This design comes from an exercise in tuning for small area, a short achievable clock period and few clock cycles on the open sky130 flow, not from production work.
Only simulation tests tie the RTL to the original design; equivalence was not proved.
No activity file was given, so power comes from the tool's default toggle rates.

==> flow/design.v, too long to show whole: its modules and the start of the top module <==
// module hsid_sqsum: 838 lines
// module hsid_accsum: 364 lines
// module hsid_main: 325 lines
module hsid_main #(
    parameter WORD_WIDTH = 32,
    parameter DATA_WIDTH = 16,
    parameter DATA_WIDTH_MUL = 32,
    parameter DATA_WIDTH_ACC = 40,
    parameter BUFFER_WIDTH = 2,
    parameter HSP_BANDS_WIDTH = 7,
    parameter HSP_LIBRARY_WIDTH = 6
  ) (
    input logic clk,
    input logic rst_n,
    input logic clear,
    input logic band_data_in_valid,
    input logic [WORD_WIDTH-1:0] band_data_in,
    input logic [HSP_LIBRARY_WIDTH-1:0] hsp_library_size_in,
    input logic [HSP_BANDS_WIDTH-1:0] hsp_bands_in,
    output logic [HSP_LIBRARY_WIDTH-1:0] mse_min_ref,
    output logic [HSP_LIBRARY_WIDTH-1:0] mse_max_ref,
    output logic [WORD_WIDTH-1:0] mse_min_value,
    output logic [WORD_WIDTH-1:0] mse_max_value,
    input logic start,
    output logic done,
    output logic idle,
    output logic ready,
    output logic error,
    output logic cancelled
  );
  // ...
==> flow/flow/run.sh <==
#!/bin/bash
# The standard layout, with timing repair aimed at a shorter period than the
# 10 ns constraint (setup margin), faster port buffers and free gate sizing.
# Between synthesis and floorplan, inverters around full adders are reduced
# (flow/bubble.py); the result is checked for equivalence with Yosys and
# dropped if the check fails.
set -o pipefail
ARGS=(SETUP_SLACK_MARGIN=7.3 MATCH_CELL_FOOTPRINT=0 "BUFFER_PORTS_ARGS=-buffer_cell sky130_fd_sc_hd__buf_2")
bash standard.sh "${ARGS[@]}" synth > synth.log 2>&1 || exit 1
R=orfs/results/sky130hd/hsid_main/base
mkdir -p bub
cp $R/1_synth.odb bub/1_synth_std.odb
( cd bub
  ODB_IN=1_synth_std.odb DUMP_OUT=dump.txt openroad -no_init -exit ../flow/dump.tcl > dump.log 2>&1 &&
  python3 ../flow/bubble.py dump.txt edits.tcl > bubble.log 2>&1 &&
  ODB_IN=1_synth_std.odb EDITS=edits.tcl ODB_OUT=1_synth_bub.odb V_OUT=gate_raw.v \
    openroad -no_init -exit ../flow/apply.tcl > apply.log 2>&1 &&
  ODB_IN=1_synth_std.odb openroad -no_init -exit <(echo 'read_db $::env(ODB_IN); write_verilog gold_raw.v') > gold.log 2>&1 &&
  sed 's/^module hsid_main/module gold/' gold_raw.v > gold.v &&
  sed 's/^module hsid_main/module gate/' gate_raw.v > gate.v &&
  timeout 1200 yosys -q ../flow/eq.ys > eq.log 2>&1 && echo EQUIV_OK >> eq.log
) 
if grep -q EQUIV_OK bub/eq.log 2>/dev/null; then
  cp bub/1_synth_bub.odb $R/1_synth.odb
  echo "bubble: applied" > bub/result.log
else
  echo "bubble: not applied" > bub/result.log
fi
touch $R/1_synth.odb; touch $R/1_synth.sdc
bash standard.sh "${ARGS[@]}" finish > flow.log 2>&1
==> flow/flow/apply.tcl <==
# Applies bubble.py's edits to an odb and writes it, with its Verilog.
read_db $::env(ODB_IN)
source $::env(EDITS)
write_db $::env(ODB_OUT)
write_verilog $::env(V_OUT)
==> flow/flow/bubble.py <==
#!/usr/bin/env python3
"""Inverter bubble pushing through full adders.

A full adder is self-dual: FA(~a, ~b, ~c) = ~FA(a, b, c) on both outputs. Yosys's
extract_fa leaves many inverters between full adders. This picks, for every
full adder, whether to use it flipped (inputs and outputs inverted) so that as
few inverters as possible are needed, then rebuilds the inverters: at most one
per signal. The logic function of the netlist is unchanged.

usage: bubble.py dump.txt edits.tcl
dump.txt lines:  I inst master pin iotype net   |   P port iotype net
"""
import sys
from collections import defaultdict

FA = "sky130_fd_sc_hd__fa_1"
INV_PREFIX = ("sky130_fd_sc_hd__inv_", "sky130_fd_sc_hd__clkinv_")
INV = "sky130_fd_sc_hd__inv_1"

master = {}
pins = defaultdict(dict)          # inst -> pin -> net
out_pins = defaultdict(set)
net_drv = {}                      # net -> (inst, pin) or ('PORT', name)
net_loads = defaultdict(list)     # net -> [(inst, pin)] ; ports as ('PORT', name)
port_nets = set()
for line in open(sys.argv[1]):
    f = line.split()
    if f[0] == "I":
        _, inst, m, pin, io, net = f
        master[inst] = m
        pins[inst][pin] = net
        if io == "OUTPUT":
            out_pins[inst].add(pin)
            net_drv[net] = (inst, pin)
        else:
            net_loads[net].append((inst, pin))
    else:
        _, port, io, net = f
        port_nets.add(net)
        if io == "INPUT":
            net_drv[net] = ("PORT", port)
        else:
            net_loads[net].append(("PORT", port))

is_inv = {i for i, m in master.items() if m.startswith(INV_PREFIX)}
# inverters that drive a port net are kept as they are
kept = {i for i in is_inv if pins[i]["Y"] in port_nets}
movable = is_inv - kept


def lit(net):
    """(base net, polarity) of a net, looking back through movable inverters."""
    pol = 0
    seen = 0
    while True:
        d = net_drv.get(net)
        if d and d[0] in movable:
            net = pins[d[0]]["A"]
            pol ^= 1
            seen += 1
            assert seen < 100
        else:
            return net, pol


# every load pin of a non-inverter (or kept inverter) cell and every output port
loads = []   # (base, pol, load_inst or None)
for net, ls in net_loads.items():
    for (inst, pin) in ls:
        if inst != "PORT" and inst in movable:
            continue
        b, p = lit(net)
        loads.append((b, p, inst, pin))

fas = [i for i, m in master.items() if m == FA]
fixed = set()
for f in fas:
    for p in ("SUM", "COUT"):
        n = pins[f].get(p)
        if n is None or n in port_nets:
            fixed.add(f)
phi = {f: 0 for f in fas}

drv_fa = {}
for f in fas:
    for p in ("SUM", "COUT"):
        if p in pins[f]:
            drv_fa[pins[f][p]] = f

by_base = defaultdict(list)       # base -> indices of loads
for k, (b, p, inst, pin) in enumerate(loads):
    by_base[b].append(k)
fa_in_loads = defaultdict(list)   # fa -> load indices of its input pins
for k, (b, p, inst, pin) in enumerate(loads):
    if inst in phi:
        fa_in_loads[inst].append(k)


def phys(k):
    b, p, inst, pin = loads[k]
    v = p
    if inst in phi:
        v ^= phi[inst]
    d = drv_fa.get(b)
    if d is not None:
        v ^= phi[d]
    return v


def need(b):
    return any(phys(k) for k in by_base[b])


def affected(f):
    s = set(loads[k][0] for k in fa_in_loads[f])
    for p in ("SUM", "COUT"):
        if p in pins[f]:
            s.add(pins[f][p])
    return s


def cost():
    return sum(1 for b in by_base if need(b))


c0 = cost()
improved = True
rounds = 0
while improved and rounds < 20:
    improved = False
    rounds += 1
    for f in fas:
        if f in fixed:
            continue
        aff = affected(f)
        before = sum(need(b) for b in aff)
        phi[f] ^= 1
        after = sum(need(b) for b in aff)
        if after < before:
            improved = True
        else:
            phi[f] ^= 1
c1 = cost()
sys.stderr.write(f"inverters: {len(movable)} movable ({len(kept)} kept); "
                 f"cost before {c0}, after {c1}; flipped {sum(phi.values())} of {len(fas)} FAs\n")

# edits
out = ["set block [ord::get_db_block]",
       f"set invm [[ord::get_db] findMaster {INV}]",
       "proc pinof {i p} { return [[[ord::get_db_block] findInst $i] findITerm $p] }",
       "proc netof {n} { return [[ord::get_db_block] findNet $n] }"]
for i in sorted(movable):
    out.append(f"odb::dbInst_destroy [$block findInst {{{i}}}]")
newnet = {}
cnt = 0
for b in sorted(by_base):
    if need(b):
        cnt += 1
        nn = f"bub_n{cnt}"
        newnet[b] = nn
        out.append(f"set n [odb::dbNet_create $block {nn}]")
        out.append(f"set i [odb::dbInst_create $block $invm bub_inv{cnt}]")
        out.append(f"[$i findITerm A] connect [netof {{{b}}}]")
        out.append(f"[$i findITerm Y] connect $n")
for k, (b, p, inst, pin) in enumerate(loads):
    target = newnet[b] if phys(k) else b
    if inst == "PORT":
        # output port: its net must be the signal itself
        assert phys(k) == 0 and b in port_nets or target == b, (b, inst, pin)
        continue
    cur = pins[inst][pin]
    if cur != target:
        out.append(f"set it [pinof {{{inst}}} {pin}]; $it disconnect; $it connect [netof {{{target}}}]")
# remove nets left without any connection
old_nets = set(pins[i]["Y"] for i in movable)
for n in sorted(old_nets):
    out.append(f"set n [netof {{{n}}}]; if {{$n != \"NULL\" && [llength [$n getITerms]] == 0 && [llength [$n getBTerms]] == 0}} {{ odb::dbNet_destroy $n }}")
open(sys.argv[2], "w").write("\n".join(out) + "\n")
==> flow/flow/dump.tcl <==
# Writes the netlist of an odb as lines "I inst master pin iotype net" and
# "P port iotype net".
read_db $::env(ODB_IN)
set block [ord::get_db_block]
set f [open $::env(DUMP_OUT) w]
foreach inst [$block getInsts] {
  set m [[$inst getMaster] getName]
  foreach it [$inst getITerms] {
    set n [$it getNet]
    if {$n == "NULL"} continue
    set mt [$it getMTerm]
    if {[$mt getSigType] != "SIGNAL"} continue
    puts $f "I [$inst getName] $m [$mt getName] [$mt getIoType] [$n getName]"
  }
}
foreach bt [$block getBTerms] {
  puts $f "P [$bt getName] [$bt getIoType] [[$bt getNet] getName]"
}
close $f
==> flow/flow/eq.ys <==
# Equivalence of the netlist before (gold.v) and after (gate.v) the edits.
read_liberty -ignore_miss_func /OpenROAD-flow-scripts/flow/platforms/sky130hd/lib/sky130_fd_sc_hd__tt_025C_1v80.lib
read_verilog gold.v
read_verilog gate.v
flatten gold gate
async2sync
rename -hide gate/w:_* gate/w:bub_*
rename -hide gold/w:_*
opt_clean
equiv_make gold gate equiv
hierarchy -top equiv
equiv_simple -seq 2
equiv_induct
equiv_status -assert
==> flow/standard.sh <==
#!/bin/bash
# synth_recipe.tcl (not shown) runs the flow's synth.tcl, then flattens the netlist and writes it again
# the make line also repeats each setting of config.mk as NAME=value (left out here)
make -C /OpenROAD-flow-scripts/flow DESIGN_CONFIG=/design/flow/config.mk WORK_HOME=/design/flow/orfs CLKGATE_MAP_FILE= SYNTH_SCRIPT=/design/flow/synth_recipe.tcl "${@:-finish}"
==> flow/config.mk <==
export PLATFORM = sky130hd
export DESIGN_NAME = hsid_main
export DESIGN_NICKNAME = hsid_main
export VERILOG_FILES = /design/flow/design.v
export SDC_FILE = /design/flow/constraint.sdc
export NUM_CORES = 4
export LEC_CHECK = 0
export ABC_CLOCK_PERIOD_IN_PS = 2500
export CAP_MARGIN = 20
export CORE_MARGIN = 2
export CORE_UTILIZATION = 70
export CTS_CLUSTER_DIAMETER = 100
export CTS_CLUSTER_SIZE = 30
export SLEW_MARGIN = 20
==> flow/constraint.sdc <==
create_clock -name core_clock -period 10.0 [get_ports {clk}]
set_input_delay 2.0000 -clock core_clock [delete_from_list [all_inputs] [get_ports {clk}]]
set_output_delay 2.0000 -clock core_clock [all_outputs]
set_load 0.01 [all_outputs]
==> impl_metrics.py, run 1 <==
metrics = {
    "timing": {
        "rsz0062_at_grt": "yes",
        "period_share_pct": 33.5,
        "relSlewSlack_pct": 39.9,
    },
    "critical_path": {
        "reg2reg_from": "m0[11]",
        "slowest_stage": "edfxtp_1",
        "start_kind": "flip-flop",
        "cp-endpoint": "mse_max_value[24]",
        "cp_max_fo": 2,
        "cpPeakStageDelay_ps": 470,
    },
    "cells_and_area": {
        "largest_register_ffs": 1024,
    },
    "pwr": {
        "ir_drop_mv": 0.302,
        "fin_total_pwr_mw": 17.6,
        "combPwrFrac_pct": 9.6,
        "p_sw_mw": 4.09,
    },
    "place": {
        "gp_congestion": 0.859,
        "dp_cells": 6529,
        "hpwl_um": 83000,
    },
    "clock_tree": {
        "ctsHoldBuffers": 0,
        "clkTransAtPathRegs_ps": 110,
    },
    "synth": {
        "avgSynthCellArea_um2": 14.4,
    },
    "routing": {
        "highest_layer": "met4",
    },
    "outcome": {
        "status": "finished clean",
    },
    "floorplan": {
        "io_pins": 131,
        "nWellTaps": 1380,
    },
    "global_route": {
        "groute.usage.overall_pct": 25.0,
    },
}
Testbench counts, summed over its fixed seeds: cycles 85,157.
==> run 2: changes to the inputs <==
--- a/flow/flow/run.sh
+++ b/flow/flow/run.sh
@@ -7,3 +7,3 @@
 set -o pipefail
-ARGS=(SETUP_SLACK_MARGIN=7.3 MATCH_CELL_FOOTPRINT=0 "BUFFER_PORTS_ARGS=-buffer_cell sky130_fd_sc_hd__buf_2")
+ARGS=(SETUP_SLACK_MARGIN=6.9 MATCH_CELL_FOOTPRINT=0 "BUFFER_PORTS_ARGS=-buffer_cell sky130_fd_sc_hd__buf_2")
 bash standard.sh "${ARGS[@]}" synth > synth.log 2>&1 || exit 1
==> impl_metrics.py, run 2 <==
metrics = {
    "clock_tree": {
        "ctsRootBufferMaster": "clkbuf_16",
        "clk_latency_ps": 730,
        "cts_tree": "yes",
        "cts.sinks": 2541,
        "clkTransAtPathRegs_ps": 100,
        "clockBufferDepth": 3,
        "cts_max_level": 3,
        "cts_buffers": 95,
        "ctsHoldBuffers": 0,
    },
    "critical_path": {
        "cp.arrival_ps": 1380,
        "start_kind": "flip-flop",
        "end_kind": "output pin",
        "path_cells": "inv_1, buf_2",
        "reg2reg_slack_ps": 6950,
        "crit_type": "reg2out",
        "worst_ep_required_time_ps": 8000,
        "cpPeakStageDelay_ps": 450,
        "cp_max_fo": 2,
        "slowest_stage": "dfrtp_1",
    },
    "global_route": {
        "grt_pass1_wl_um": 200000,
        "groute.usage.overall_pct": 24.2,
        "grt_pass1_vias": 35600,
        "grt_max_degree": 80,
        "overflow": 0,
        "antenna_found_initial": 15,
    },
    "place": {
        "numPortBuffers": 130,
        "hpwl_um": 82600,
        "dp_cells": 6529,
        "gp_congestion": 0.850,
    },
    "routing": {
        "drt-initial-drc-count": 2020,
        "num_vias": 34500,
        "drtAntennaViolNets": 0,
        "finalWirelength_um": 128000,
        "vias_per_cell": 5.16,
        "wire_per_inst_um": 19.2,
        "detail_route.first_pass.iterations": 5,
        "drc": 0,
    },
    "cells_and_area": {
        "layout.nets": 5868,
        "reg_top3": "seg5 (1024), seg4 (512), seg3 (256)",
        "drive_gt1_share_pct": 10.4,
        "area_delta_synth_final_pct": 7.15,
        "fill_cells": 6306,
        "final_cell_mix": "dfxtp_1, fa_1, inv_1",
        "finalNonFillerCells": 6692,
        "largest_register_ffs": 1024,
        "regMostFlops": "seg5",
        "layout_commonest_cell": "dfxtp_1",
    },
    "timing": {
        "period_share_pct": 33.8,
        "worst_pin_slew_ps": 1050,
        "hold_viol": 0,
        "tns_ps": 0,
        "fin_skew_ps": 44.6,
        "setup_violations": 0,
        "relSlewSlack_pct": 30.2,
        "maxSlewViolCount": 0,
        "rsz0062_at_grt": "yes",
        "layout_min_cycle_time_ps": 3380,
        "fmax_ghz": 0.296,
    },
    "synth": {
        "synth_cells": 5122,
        "syn-num-nets": 5700,
        "syn_area_um2": 73700,
        "avgSynthCellArea_um2": 14.4,
        "ys_warn_count": 1,
    },
    "floorplan": {
        "die_area_um2": 108000,
        "die_width_um": 328,
        "die_y_um": 328,
        "rows": 118,
        "coreArea_um2": 104000,
        "io_pins": 131,
        "start_util_pct": 70.9,
    },
    "outcome": {
        "status": "finished clean",
    },
    "pwr": {
        "ir_drop_mv": 0.243,
        "p_leak_nw": 34.6,
        "powerDensity_nw_per_um2": 221,
    },
    "flow_run": {
        "cap_violations": 0,
    },
    "worst_hold_path": {
        "hold_class": "reg2reg",
    },
}
-- run 2: cell count changes in the layout (fill, tap and decap cells not counted), sizes merged --
cell and change:
buf -96, diode -1, clkbuf -1, clkinv +1, bufinv -2
-- run 2: where the power goes --
part	switching, mW	internal [mW]	total, mW
clock network	2.85	1.78	4.64
registers	0.340	10.9	11.3
logic	0.839	0.721	1.56
-- run 2: layer usage --
metal  share of wire [%]  vias to the layer above  global-route usage [%]
met2                  47                      673                    39.0
met5               0.010                        -                       0
met3                 4.2                      203                    3.46
li1                    -                    16700                       -
met1                  46                    16900                    34.5
met4                 2.8                        2                    6.88
-- run 2: critical path: cells and delay by family (launching register included) --
kind	cells	cell delay, ps
buffers and inverters	2	210
DFF	1	450
-- run 2: path summary, 6_finish.rpt --
kind | startpoint | endpoint | cells past startpoint
setup / recovery | busy_q | idle | 2
min in group asynchronous | rst_n | phn[4] | 2
hold reg to reg | seg5[82] | seg5[114] | 0
hold / removal | seg5[82] | seg5[114] | 0
setup reg to reg | acc_s[0] | drem[6] | 11
max in group asynchronous | rst_n | ready | 2
-- run 2: area by class of cell --
type                    count  area (um^2)  area share [%]
diodes                      2         5.00         0.00634
clock buffers             108         2460            3.11
clock inverters             9          138           0.174
inverters                 275         1030            1.31
multi-input cells        2188        20000            25.3
flip-flops and latches   2541        52400            66.4
well taps                1380         1730            2.19
repair buffers            189         1190            1.51
-- run 2: timing repair --
action | in CTS | in global routing
cloned | 0 | 0
resized for setup | 42 | 47
setup endpoints to repair | 160 | 153
pin swaps | 4 | 5
buffers inserted | 25 | 19
-- run 2: per-stage QoR --
| stage | setup WS, ps | total power, mW | hold WS, ps | instance area [um^2] | util (%) |
|---|---|---|---|---|---|
| CTS | 6570 | 17.6 | 307 | 78600 | 75.6 |
| global route | 6550 | 18.2 | 318 | 78900 | 75.9 |
| global placement | 6160 | 12.9 | 310 | 75700 | 72.9 |
| detailed placement | 6130 | 13.0 | 312 | 75700 | 72.9 |
| finish | 6620 | 17.5 | 309 | 78900 | 75.9 |
| floorplan | 6850 | 12.5 | 310 | 73700 | - |

[static timing again, ports no longer ideal]
The results above use ideal ports. As a check the final layouts listed here were re-extracted and re-timed, cells and wires unchanged. Step 1, drivers: a clkbuf_16 drives clk and a buf_2 each remaining input, both assumed. Step 2 moves the port delays by t, midway between the first and last clock arrival at a register: inputs arrive t later, outputs are due t later. That takes back most of the time a late clock gives input paths. a / b / c = no drivers / after step 1 / after step 2; a / b = the first two.
| run | shift t [ns] | setup slack, ns | pins driven straight from the clock port |
|---|---|---|---|
| run 1 | 0.772 | 6.655 / 6.582 / 6.632 | 1 |
| run 2 | 0.779 | 6.623 / 6.548 / 6.344 | 1 |
After both steps every run listed still meets setup and hold. The setup slack of run 2, which loses most, moves by -0.075 ns with the drivers and by -0.279 ns with both steps.
